Source: an optimization exercise on an open RTL-to-GDS flow (aim: small area). Production flows keep margins and buffers that such runs may drop. In this exercise RTL edits were held to simulation tests only and were not proved equivalent to the original.

`design/flow/design.v`:
```
`timescale 1ns / 1ps
module Memory_Block(
		clk, 
		w_enable,
		w_addr,
		w_data,
		r_addr,
		r_data
    );
	parameter width = 32;
	parameter length = 10;
	parameter addr_size = $clog2(length);
	input clk;
	input w_enable;
	input [addr_size-1:0] w_addr;
	input [width-1:0] w_data;
	input [addr_size-1:0] r_addr;
	output [width-1:0] r_data;
	(* ram_style = "block" *) reg [width-1 : 0] mem [length-1 : 0];
	always @(posedge clk) begin
		if (w_enable) begin
			mem[w_addr] <= w_data;
		end
	end
	assign r_data = mem[r_addr];
endmodule
`timescale 1ns / 1ps
module RowBuffer (
		clk,
		reset,
		stream_in,
		stream_in_en,
		parallel_out
	);
	parameter k_s = 3;
	parameter p_n_cols = 34;
	parameter p_n_rows = k_s;				
	parameter p_n_buffer = (p_n_rows-1) * p_n_cols + k_s;
	input clk;
	input reset;
	input stream_in;
	input stream_in_en;
	output reg [(k_s*k_s)-1:0] parallel_out;
	reg [p_n_buffer-1:0] buffer;
	always @ (posedge clk) begin
		if  (reset) begin
			buffer <= {p_n_buffer{1'b0}};
		end
		else if (stream_in_en) begin
			buffer <= {{buffer[p_n_buffer-2:0]},{stream_in}};
		end
	end
	integer j, k;
	always @ (*) begin
		for (j = 0; j < k_s; j = j + 1) begin
			for (k = 0; k < k_s; k = k + 1) begin
				parallel_out[j*k_s+k] = buffer[(k_s-1-j)*p_n_cols + k_s - 1 - k];
			end
		end
	end
endmodule
`timescale 1ns / 1ps
module InputFeatureMapBuffer (
		clk,
		reset,
		stream_act,
		stream_act_en,
		parallel_out_flat
	);
	parameter ch_in = 128;
	parameter k_s = 3;
	parameter w_in = 32;
	parameter pad = 1;
	input clk;
	input reset;
	input [ch_in-1 : 0] stream_act;
	input stream_act_en;
	output [ch_in*k_s*k_s-1 : 0] parallel_out_flat;
	genvar gi;
	generate
  		for (gi = 0; gi < ch_in; gi = gi + 1) begin : InputBuffer
    		defparam RowBuffer_inst.k_s = k_s;
    		defparam RowBuffer_inst.p_n_cols = pad + w_in + pad;
			RowBuffer RowBuffer_inst(
				.clk(clk),
				.reset(reset),
				.stream_in(stream_act[gi]),
				.stream_in_en(stream_act_en),
				.parallel_out(parallel_out_flat[(gi+1)*k_s*k_s - 1 : gi*k_s*k_s])
			);
  		end
	endgenerate
endmodule
`timescale 1ns / 1ps
module MaxPool (
		clk,
		reset,
		stream_in,
		stream_in_en,
		stream_out
	);
	parameter ch_out = 128;
	parameter k_s_maxpool = 2;
	parameter w_in = 32;
	input clk;
	input reset;
	input [ch_out-1 : 0] stream_in;
	input stream_in_en;
	output [ch_out-1 : 0] stream_out;
	wire [ch_out*k_s_maxpool*k_s_maxpool-1 : 0] parallel_out_flat;
	genvar gi;
	generate
  		for (gi = 0; gi < ch_out; gi = gi + 1) begin : MaxPoolBuffer
    		defparam RowBuffer_inst.k_s = k_s_maxpool;
    		defparam RowBuffer_inst.p_n_cols = w_in;
			RowBuffer RowBuffer_inst(
				.clk(clk),
				.reset(reset),
				.stream_in(stream_in[gi]),
				.stream_in_en(stream_in_en),
				.parallel_out(parallel_out_flat[(gi+1)*k_s_maxpool*k_s_maxpool - 1 : gi*k_s_maxpool*k_s_maxpool])
			);
			assign stream_out[gi] = |(parallel_out_flat[(gi+1)*k_s_maxpool*k_s_maxpool - 1 : gi*k_s_maxpool*k_s_maxpool]);
  		end
	endgenerate
endmodule
`timescale 1ns / 1ps
module XNORPop(
		a, 
		w,
		pop
    );
	parameter Majority_enable = 0; 
	parameter Majority_approximate = 0; 
	parameter Majority_M = 3;
	parameter Majority_M_log = $clog2(Majority_M);
    parameter pop_size = 576;	
    parameter pad = ((Majority_enable) & (pop_size%Majority_M != 0))? (Majority_M-(pop_size%Majority_M)): 0;
    parameter pop_size_padded = pop_size + pad;
    parameter pop_size_log = $clog2(pop_size_padded);
    parameter maj_size = pop_size_padded / Majority_M;
    parameter maj_size_log = $clog2(maj_size);
    parameter result_size = (Majority_enable == 1)? maj_size_log : pop_size_log;
    input [pop_size-1 : 0] a;
    input [pop_size-1 : 0] w;
    output [result_size-1 : 0] pop;
    wire  [pop_size-1 : 0] XNORs;
    assign XNORs = a ~^ w;
    wire [pop_size_padded-1 : 0] XNORs_padded;
    assign XNORs_padded = {{pad{1'b0}},{XNORs}};
    reg [maj_size-1 : 0] Majs;
    reg [Majority_M_log-1:0] sum [maj_size-1 : 0];
    reg [2:0] Majs_9apx_internal [maj_size-1 : 0];
    reg [1:0] Majs_7apx_internal [maj_size-1 : 0];
    reg Majs_5apx_internal [maj_size-1 : 0];
    integer i1, i2;
	always @(*) begin
		for(i1 = 0; i1 < maj_size; i1 = i1 + 1) begin
			sum[i1] = 0;
			if (Majority_approximate)begin
				if (Majority_M == 3)begin
					Majs[i1] = ((XNORs_padded[i1*3]&XNORs_padded[i1*3+1]) | (XNORs_padded[i1*3+1]&XNORs_padded[i1*3+2]) | (XNORs_padded[i1*3+2]&XNORs_padded[i1*3]));
				end 
				else if (Majority_M == 5) begin
					Majs_5apx_internal[i1] = ((XNORs_padded[i1*5]&XNORs_padded[i1*5+1]) | (XNORs_padded[i1*5+1]&XNORs_padded[i1*5+2]) | (XNORs_padded[i1*5+2]&XNORs_padded[i1*5]));
					Majs[i1] = ((Majs_5apx_internal[i1]&XNORs_padded[i1*5+3]) | (XNORs_padded[i1*5+3]&XNORs_padded[i1*5+4]) | (XNORs_padded[i1*5+4]&Majs_5apx_internal[i1]));
				end
				else if (Majority_M == 7) begin
					Majs_7apx_internal[i1][0] = ((XNORs_padded[i1*7]&XNORs_padded[i1*7+1]) | (XNORs_padded[i1*7+1]&XNORs_padded[i1*7+2]) | (XNORs_padded[i1*7+2]&XNORs_padded[i1*7]));
					Majs_7apx_internal[i1][1] = ((XNORs_padded[i1*7+3]&XNORs_padded[i1*7+4]) | (XNORs_padded[i1*7+4]&XNORs_padded[i1*7+5]) | (XNORs_padded[i1*7+5]&XNORs_padded[i1*7+3]));
					Majs[i1] = ((Majs_7apx_internal[i1][0]&Majs_7apx_internal[i1][1]) | (Majs_7apx_internal[i1][1]&XNORs_padded[i1*7+6]) | (XNORs_padded[i1*7+6]&Majs_7apx_internal[i1][0]));
				end
				else if (Majority_M == 9) begin
					Majs_9apx_internal[i1][0] = ((XNORs_padded[i1*9]&XNORs_padded[i1*9+1]) | (XNORs_padded[i1*9+1]&XNORs_padded[i1*9+2]) | (XNORs_padded[i1*9+2]&XNORs_padded[i1*9]));
					Majs_9apx_internal[i1][1] = ((XNORs_padded[i1*9+3]&XNORs_padded[i1*9+4]) | (XNORs_padded[i1*9+4]&XNORs_padded[i1*9+5]) | (XNORs_padded[i1*9+5]&XNORs_padded[i1*9+3]));
					Majs_9apx_internal[i1][2] = ((XNORs_padded[i1*9+6]&XNORs_padded[i1*9+7]) | (XNORs_padded[i1*9+7]&XNORs_padded[i1*9+8]) | (XNORs_padded[i1*9+8]&XNORs_padded[i1*9+6]));
					Majs[i1] = ((Majs_9apx_internal[i1][0]&Majs_9apx_internal[i1][1]) | (Majs_9apx_internal[i1][1]&Majs_9apx_internal[i1][2]) | (Majs_9apx_internal[i1][2]&Majs_9apx_internal[i1][0]));
				end
			end
			else begin
				for (i2 = 0; i2 < Majority_M; i2 = i2 + 1)begin
					sum[i1] = sum[i1] + XNORs_padded[(i1 * Majority_M) + i2];
				end
				Majs[i1] = (sum[i1] > ((Majority_M-1)/2))? 1'b1: 1'b0;
			end
		end
	end
    reg [pop_size_log-1 : 0] pop_temp;
    integer k;
	always @(*) begin
		pop_temp = {pop_size_log{1'b0}};  
		for(k = 0; k < pop_size; k = k + 1) begin
			pop_temp = pop_temp + XNORs[k];
		end
	end
    integer j;
    reg [maj_size_log-1 : 0] majpop_temp;
	always @(*) begin
		majpop_temp = {maj_size_log{1'b0}};  
		for(j = 0; j < maj_size; j = j + 1) begin
			majpop_temp = majpop_temp + Majs[j];
		end
	end
	assign pop = (Majority_enable == 1) ? majpop_temp : pop_temp;
endmodule
`timescale 1ns / 1ps
module ConvLayer (
		clk,
		reset,
		fold_addr,
		stream_act,
		stream_act_en,
		stream_w,
		stream_w_en,
		stream_w_addr,
		stream_th,
		stream_th_en,
		stream_th_addr,
		stream_maxpool_en,				
		stream_out
	);
	parameter Majority_enable = 0;
	parameter fold = 1;
	parameter fold_log = (fold == 1)? 1 : $clog2(fold);
	parameter ch_out = 64;
	parameter ch_out_fold = ch_out/fold;
	parameter ch_in = 64;
	parameter w_in = 32;
	parameter k_s = 3;
	parameter pad = 1;
	parameter MAXPOOL_enable = 1;
	parameter k_s_maxpool = 2;
	parameter result_width = Majority_enable? $clog2(ch_in*k_s) : $clog2(ch_in*k_s*k_s);
	parameter pop_size = k_s*k_s*ch_in;
	parameter stream_w_size = (fold == 1) ?  (ch_in*k_s*k_s) : (ch_in*k_s*k_s*ch_out_fold);
	parameter stream_th_size = (fold == 1) ?  (result_width) : (result_width*ch_out_fold);
	input clk;
	input reset;
	input [fold_log-1:0] fold_addr;
	input [ch_in-1 : 0] stream_act;
	input stream_act_en;
	input [stream_w_size-1 : 0] stream_w;
	input stream_w_en;
	input [fold_log-1:0] stream_w_addr;
	input [stream_th_size-1 : 0] stream_th;
	input stream_th_en;
	input [fold_log-1:0] stream_th_addr;
	input stream_maxpool_en;
	output reg [ch_out-1 : 0] stream_out;
	wire [ch_in*k_s*k_s-1 : 0] buffer_parallel_out_flat;
	defparam InputFeatureMapBuffer_inst.ch_in = ch_in;
	defparam InputFeatureMapBuffer_inst.k_s = k_s;
	defparam InputFeatureMapBuffer_inst.w_in = w_in;
	defparam InputFeatureMapBuffer_inst.pad = pad;
	InputFeatureMapBuffer InputFeatureMapBuffer_inst(
		.clk(clk),
		.reset(reset),
		.stream_act(stream_act),
		.stream_act_en(stream_act_en),
		.parallel_out_flat(buffer_parallel_out_flat)
	);
	reg [ch_in*k_s*k_s-1 : 0] w_dist [ch_out-1 : 0];
	integer i;
	always @ (posedge clk) begin
		if (stream_w_en) begin 
			w_dist[0] <= stream_w;
			for (i = 1; i < ch_out; i = i + 1) begin
				w_dist[i] <= w_dist[i-1];
			end
		end
	end
	wire [stream_w_size-1 : 0] w_mem;
	defparam Memory_Block_inst_w.width = stream_w_size;
	defparam Memory_Block_inst_w.length = fold;
	Memory_Block	Memory_Block_inst_w(
		.clk(clk), 
		.w_enable(stream_w_en),
		.w_addr(stream_w_addr),
		.w_data(stream_w),
		.r_addr(fold_addr),
		.r_data(w_mem)
    );
	reg [ch_in*k_s*k_s-1 : 0] w [ch_out_fold-1 : 0];
	integer i_w, i_w_2;
	always @ (*) begin
		if (fold != 1) begin 
			for (i_w = 0; i_w < ch_out_fold; i_w = i_w + 1) begin
				for (i_w_2 = 0; i_w_2 < ch_in*k_s*k_s; i_w_2 = i_w_2 + 1) begin
					w[i_w][i_w_2] = w_mem[i_w*ch_in*k_s*k_s + i_w_2];
				end
			end
		end else begin
			for (i_w = 0; i_w < ch_out; i_w = i_w + 1) begin
				w[i_w] = w_dist[i_w];
			end
		end
	end
	reg [result_width-1 : 0] Threshold_dist [ch_out-1 : 0];
	integer k;
	always @ (posedge clk) begin
		if (stream_th_en) begin 
			Threshold_dist[0] <= stream_th;
			for (k = 1; k < ch_out; k = k + 1) begin
				Threshold_dist[k] <= Threshold_dist[k-1];
			end
		end
	end
	wire [stream_th_size-1 : 0] th_mem;
	defparam Memory_Block_inst_th.width = stream_th_size;
	defparam Memory_Block_inst_th.length = fold;
	Memory_Block	Memory_Block_inst_th(
		.clk(clk), 
		.w_enable(stream_th_en),
		.w_addr(stream_th_addr),
		.w_data(stream_th),
		.r_addr(fold_addr),
		.r_data(th_mem)
    );
	reg [result_width-1 : 0] Threshold [ch_out_fold-1 : 0];
	integer i_t, i_t_2;
	always @ (*) begin
		if (fold != 1) begin
			for (i_t = 0; i_t < ch_out_fold; i_t = i_t + 1) begin
				for (i_t_2 = 0; i_t_2 < result_width; i_t_2 = i_t_2 + 1) begin
					Threshold[i_t][i_t_2] = th_mem[i_t*result_width + i_t_2];
				end
			end
		end 
		else begin
			for (i_t = 0; i_t < ch_out; i_t = i_t + 1) begin
				Threshold[i_t] = Threshold_dist[i_t];
			end
		end
	end
	wire [result_width-1 : 0] pop_out [ch_out_fold-1 : 0];
    genvar gi;
	generate
  		for (gi = 0; gi < ch_out_fold; gi = gi + 1) begin : genbit
			defparam Pop_inst.Majority_enable = Majority_enable;
			defparam Pop_inst.pop_size = pop_size;
    		XNORPop Pop_inst(
				.a(buffer_parallel_out_flat), 
				.w(w[gi]),
				.pop(pop_out[gi])
			);
  		end
	endgenerate
	reg [ch_out_fold-1 : 0] stream_thresh;
	integer j;
	always @(*) begin
		for(j = 0; j < ch_out_fold; j = j + 1) begin
			stream_thresh[j] = (pop_out[j] > Threshold[j]) ? 1'b1: 1'b0;
		end
	end
	reg [ch_out-1:0] stream_thresh_reg;
	integer i_s;
	always @(posedge clk) begin
		if(reset) begin
			stream_thresh_reg <= {ch_out{1'b0}};
		end
		else begin
			if (fold != 1) begin 
				for (i_s = 0; i_s < ch_out_fold; i_s = i_s + 1) begin
					stream_thresh_reg[fold_addr*ch_out_fold + i_s] <= stream_thresh[i_s];
				end
			end 
			else begin
				stream_thresh_reg <= stream_thresh;
			end
		end
	end
	wire [ch_out-1 : 0] stream_maxpool;
	defparam MaxPool_inst.ch_out = ch_out;
	defparam MaxPool_inst.k_s_maxpool = k_s_maxpool;
	defparam MaxPool_inst.w_in = w_in + 2*(pad - (k_s/2));
	MaxPool 	MaxPool_inst(
		.clk(clk),
		.reset(reset),
		.stream_in(stream_thresh_reg),
		.stream_in_en(stream_maxpool_en),
		.stream_out(stream_maxpool)
	);
	reg [ch_out-1 : 0] stream_maxpool_reg;
	always @(posedge clk) begin
		if(reset) begin
			stream_maxpool_reg <= {ch_out{1'b0}};
		end
		else begin
			stream_maxpool_reg <= stream_maxpool;
		end
	end
	always @ (*)begin
		stream_out = (MAXPOOL_enable == 1) ? stream_maxpool_reg : stream_thresh_reg;
	end
endmodule
`timescale 1ns / 1ps
module ConvLayer_M (
		clk,
		reset,
		fold_addr,
		stream_act,
		stream_act_en,
		stream_w_singlebit,
		stream_w_singlebit_en,
		stream_w_en,
		stream_w_addr,
		stream_th_singlebit,
		stream_th_singlebit_en,
		stream_th_en,
		stream_th_addr,
		stream_maxpool_en,				
		stream_out
	);
	parameter Majority_enable = 0;
	parameter fold = 1;
	parameter fold_log = (fold == 1)? 1 : $clog2(fold);
	parameter ch_out = 16;
	parameter ch_out_fold = ch_out/fold;
	parameter ch_in = 16;
	parameter w_in = 8;
	parameter k_s = 3;
	parameter pad = 1;
	parameter MAXPOOL_enable = 1;
	parameter k_s_maxpool = 2;
	parameter result_width = Majority_enable? $clog2(ch_in*k_s) : $clog2(ch_in*k_s*k_s);
	parameter pop_size = k_s*k_s*ch_in;
	parameter stream_w_size = (fold == 1) ?  (ch_in*k_s*k_s) : (ch_in*k_s*k_s*ch_out_fold);
	parameter stream_th_size = (fold == 1) ?  (result_width) : (result_width*ch_out_fold);
	input clk;
	input reset;
	input [fold_log-1:0] fold_addr;
	input [ch_in-1 : 0] stream_act;
	input stream_act_en;
	input stream_w_singlebit;
	input stream_w_singlebit_en;
	input stream_w_en;
	input [fold_log-1:0] stream_w_addr;
	input stream_th_singlebit;
	input stream_th_singlebit_en;
	input stream_th_en;
	input [fold_log-1:0] stream_th_addr;
	input stream_maxpool_en;
	output [ch_out-1 : 0] stream_out;
	reg [stream_w_size-1 : 0] stream_w_sr;
	always @ (posedge clk)begin
		if (reset) begin
			stream_w_sr <= {stream_w_size{1'b0}};
		end
		else if (stream_w_singlebit_en) begin
			stream_w_sr <= {{stream_w_sr[stream_w_size-2:0]},{stream_w_singlebit}};
		end
	end
	reg [stream_th_size-1 : 0] stream_th_sr;
	always @ (posedge clk)begin
		if (reset) begin
			stream_th_sr <= {stream_th_size{1'b0}};
		end
		else if (stream_th_singlebit_en) begin
			stream_th_sr <= {{stream_th_sr[stream_th_size-2:0]},{stream_th_singlebit}};
		end
	end
	defparam ConvLayer_inst.Majority_enable = Majority_enable;
	defparam ConvLayer_inst.fold = fold;
	defparam ConvLayer_inst.ch_out = ch_out;
	defparam ConvLayer_inst.ch_in = ch_in;
	defparam ConvLayer_inst.w_in = w_in;
	defparam ConvLayer_inst.k_s = k_s;
	defparam ConvLayer_inst.pad = pad;
	defparam ConvLayer_inst.MAXPOOL_enable = MAXPOOL_enable;
	defparam ConvLayer_inst.k_s_maxpool = k_s_maxpool;
	ConvLayer	ConvLayer_inst (
		.clk(clk),
		.reset(reset),
		.fold_addr(fold_addr),
		.stream_act(stream_act),
		.stream_act_en(stream_act_en),
		.stream_w(stream_w_sr),
		.stream_w_en(stream_w_en),
		.stream_w_addr(stream_w_addr),
		.stream_th(stream_th_sr),
		.stream_th_en(stream_th_en),
		.stream_th_addr(stream_th_addr),
		.stream_maxpool_en(stream_maxpool_en),				
		.stream_out(stream_out)
	);
endmodule
```
`design/flow/constraint.sdc`:
```
create_clock -name core_clock -period 12.0 [get_ports {clk}]
set_input_delay 2.4000 -clock core_clock [delete_from_list [all_inputs] [get_ports {clk}]]
set_output_delay 2.4000 -clock core_clock [all_outputs]
set_load 0.01 [all_outputs]
```
`design/flow/run.sh`:
```
#!/bin/bash
# synth_recipe.tcl (not shown) runs the flow's synth.tcl, then flattens the netlist and writes it again
# the make line also repeats each setting of config.mk as NAME=value (left out here)
make -C /OpenROAD-flow-scripts/flow DESIGN_CONFIG=/design/flow/config.mk WORK_HOME=/design/flow/orfs CLKGATE_MAP_FILE= SYNTH_SCRIPT=/design/flow/synth_recipe.tcl finish
```
`design/flow/config.mk`:
```
export PLATFORM = sky130hd
export DESIGN_NAME = ConvLayer_M
export DESIGN_NICKNAME = ConvLayer_M
export VERILOG_FILES = /design/flow/design.v
export SDC_FILE = /design/flow/constraint.sdc
export NUM_CORES = 4
export LEC_CHECK = 0
export CAP_MARGIN = 20
export CORE_MARGIN = 2
export CORE_UTILIZATION = 40
export SLEW_MARGIN = 20
```
==> results.cfg <==
[floorplan]
initial_utilization_pct = 40.10
die_y_microns = 674.0
design.core.area_sq_um = 447800
io_pins = 45
rows = 246
die_x_microns = 674.0
fp.dieArea_sq_um = 454300

[worst_hold_path]
min_path_type = flip-flop to flip-flop
min_from = ConvLayer_inst.w_dist[4][113]$_DFFE_PP_
worst_hold_path.num_cells = 0
hold-path-endpoint = ConvLayer_inst.w_dist[5][113]$_DFFE_PP_

[placement]
io_buffers = 41
hpwlAfterDp_mm = 393.6
place.gp.congestion = 0.9603

[sta]
final_hold_viol_count = 0
fin_skew_ns = 0.05629
period_needed_ns = 9.766
drv_slew = 0
tns_ns = 0
slew_headroom_pct = 26.22
period_share_pct = 81.39
rsz0062_at_grt = no
max_freq_mhz = 102.4
worst_pin_slew_ns = 1.107
setup_viol = 0

[yosys]
syn_inst = 12590
synthMuxAreaShare_pct = 3.824
yosys_warnings = 20
synth_top_area_share_pct = 40.67
ys_seq_elements = 3144
synth_area_leaders = edfxtp_1, fa_1, dfxtp_1
synthAdderAreaFrac_pct = 26.93
synth_cell_type_count = 39
synth_area_sq_um = 179600
synth_area_leader_cell = edfxtp_1
synth_fp_nets = 15230
synth_compound_area_share_pct = 1.235
synth-simple-area-share_pct = 2.148
ys_seq_area_share_pct = 48.61
avgSynthCellArea_sq_um = 14.26
yosys.area_share.xor_xnor_pct = 11.47
synth_top_family_by_area = adder cells

[finish]
nets = 15320
n_fill_cell = 40390
final_cell_mix = edfxtp_1, inv_1, fa_1
layout_commonest_cell = edfxtp_1
final_util_pct = 44.20
drive_gt1_share_pct = 5.696
area_delta_synth_final_pct = 10.24

[setup_path]
r2r_slack_ns = 2.23
worst-setup-path-type = flip-flop to flip-flop
rr_endpoint = ConvLayer_inst.stream_thresh_reg[3]$_SDFF_PP0_
cp-end-kind = flip-flop
cp.arrival_ns = 10.61
crit_top_cell = fa_1
cp-start-kind = flip-flop
path_max_fanout = 14
crit_path_max_incr_delay_ns = 0.90
critPathSlowestCell = dfxtp_1
crit_required_ns = 12.85
worst_r2r_path_depth = 28

[clock_tree]
clk_latency_ns = 0.99
clock_sink_count = 3144
post_cts_buffers = 0
clk_pin_slew_worst_paths_ns = 0.06
htree_num_levels = 5
cts_hold_buf = 0
cts_made_buffers = 346
postCtsResizedCells = 0
cts_tree = done
root_buffer = clkbuf_16
clk_path_buf_depth = 4

[global_route]
grt-ovfl-total = 0
grt_max_degree = 209
grt_pass1_vias = 96070
grt_pass1_wl_mm = 689.5
grt_use_total_pct = 21.61
antenna_found_initial = 25

[detailed_routing]
num_vias = 91260
drt-initial-drc-count = 9505
via_per_inst = 4.820
first_pass_iters = 8
drt-wirelength-per-cell_microns = 25.58
drc = 0
ant_nets = 0
totalWireLength_mm = 484.3

[run_status]
status = no timing/DRC/antenna violations

[flow_run]
drv_cap = 0
-- logic make-up (layout without fill, tap and decap cells) --
kind of cell / Yosys count / count (layout)
XOR/XNOR: 2352 / 2352
AND/OR/NAND/NOR: 933 / 933
buffers and inverters: 2548 / 2929
flip-flops: 3144 / 3144
other: 0 / 6
adder cells (fa/ha/maj): 2608 / 2608
multiplexers: 686 / 686
AO/OA/AOI/OAI: 323 / 323
-- through the flow --
step                instance area [sq um]  instances  hold slack (ns)  setup slack (ns)
floorplan                          179600      12590           0.4076             3.673
detailed placement                 186300      18280           0.4279             2.265
global placement                   186300      18280           0.4233             2.236
finish                             197900      18930           0.4349             2.234
global route                       197900      18930           0.4388             1.851
CTS                                197900      18930           0.4261             2.252
-- per-layer routing --
| layer | global-route usage, % | vias up | part of all wire, % |
|---|---|---|---|
| met5 | 0 | - | 0.015 |
| met4 | 7.589 | 10 | 4.1 |
| met3 | 4.758 | 599 | 8.1 |
| met2 | 35.13 | 2789 | 47 |
| met1 | 28.58 | 47590 | 41 |
| li1 | - | 40260 | - |
-- how the worst max path moves through the flow --
stage,end,slack [ns],cells past startpoint
finish,ConvLayer_inst.stream_thresh_reg[3]$_SDFF_PP0_,2.23,28
global route,ConvLayer_inst.stream_thresh_reg[8]$_SDFF_PP0_,1.85,25
CTS,ConvLayer_inst.stream_thresh_reg[4]$_SDFF_PP0_,2.25,26
detailed placement,ConvLayer_inst.stream_thresh_reg[3]$_SDFF_PP0_,2.27,26
global placement,ConvLayer_inst.stream_thresh_reg[8]$_SDFF_PP0_,2.24,26
floorplan,ConvLayer_inst.stream_thresh_reg[1]$_SDFF_PP0_,3.67,32
-- cell usage after synthesis, drive strengths merged --
| master | n |
|---|---|
| nand4 | 32 |
| a211o | 1 |
| edfxtp | 2432 |
| o21a | 32 |
| a21o | 16 |
| a31oi | 9 |
| ha | 512 |
| o21bai | 16 |
| nand2 | 22 |
| mux2i | 686 |
| a311o | 10 |
| a2111oi | 16 |
| nor3b | 9 |
| buf | 400 |
| nor2 | 760 |
| nor3 | 45 |
| dfxtp | 712 |
| xnor2 | 1344 |
| a211oi | 16 |
| clkbuf | 43 |
| o31a | 16 |
| o21ai | 57 |
| nor2b | 38 |
| inv | 2105 |
| a221oi | 6 |
| and3 | 1 |
| o211ai | 16 |
| fa | 2096 |
| nor4 | 26 |
| xor2 | 1008 |
| a21oi | 112 |
-- layout make-up --
type,instances,area [sq um],area share (%)
clock buffers,493,10040,5.072
repair buffers,179,1685,0.8514
flip-flops and latches,3144,87330,44.12
multi-input cells,6902,81910,41.38
diodes,6,15.01,0.007585
well taps,5952,7447,3.762
clock inverters,152,1623,0.8198
inverters,2105,7901,3.992
-- critical path: cells and delay by family (launching register included) --
family          cells  cell delay, ns
compound gates      4            1.11
xor+xnor            1            0.15
fa+ha+maj          12            6.19
buf+inv             7            0.79
flops               1            0.90
simple gates        4            0.44

-- separate check: timing with driven ports --
Ports are ideal in the flow. The routed layout listed here was re-timed in OpenROAD.
Step 1, drivers: a clkbuf_16 drives clk and a buf_2 each remaining input, both assumed.
Step 2, shift: input delay + t, output delay - t, t = (earliest + latest rising clock arrival at the registers) / 2. This alone moves slack from input paths to output paths.
Three values: ideal ports, drivers, drivers and shift; two values: the first two.
t, ns: 1.073
setup slack, ns: 2.234 / 2.234 / 2.234
worst hold slack (ns): 0.435 / 0.435 / 0.435
clock arrival spread, ns: 0.063 / 0.063
cell pins on the clock port's net: 1
After both steps setup and hold are still met in this run. For this run, drivers alone change the setup slack by 0.000 ns; drivers and shift together by 0.000 ns.
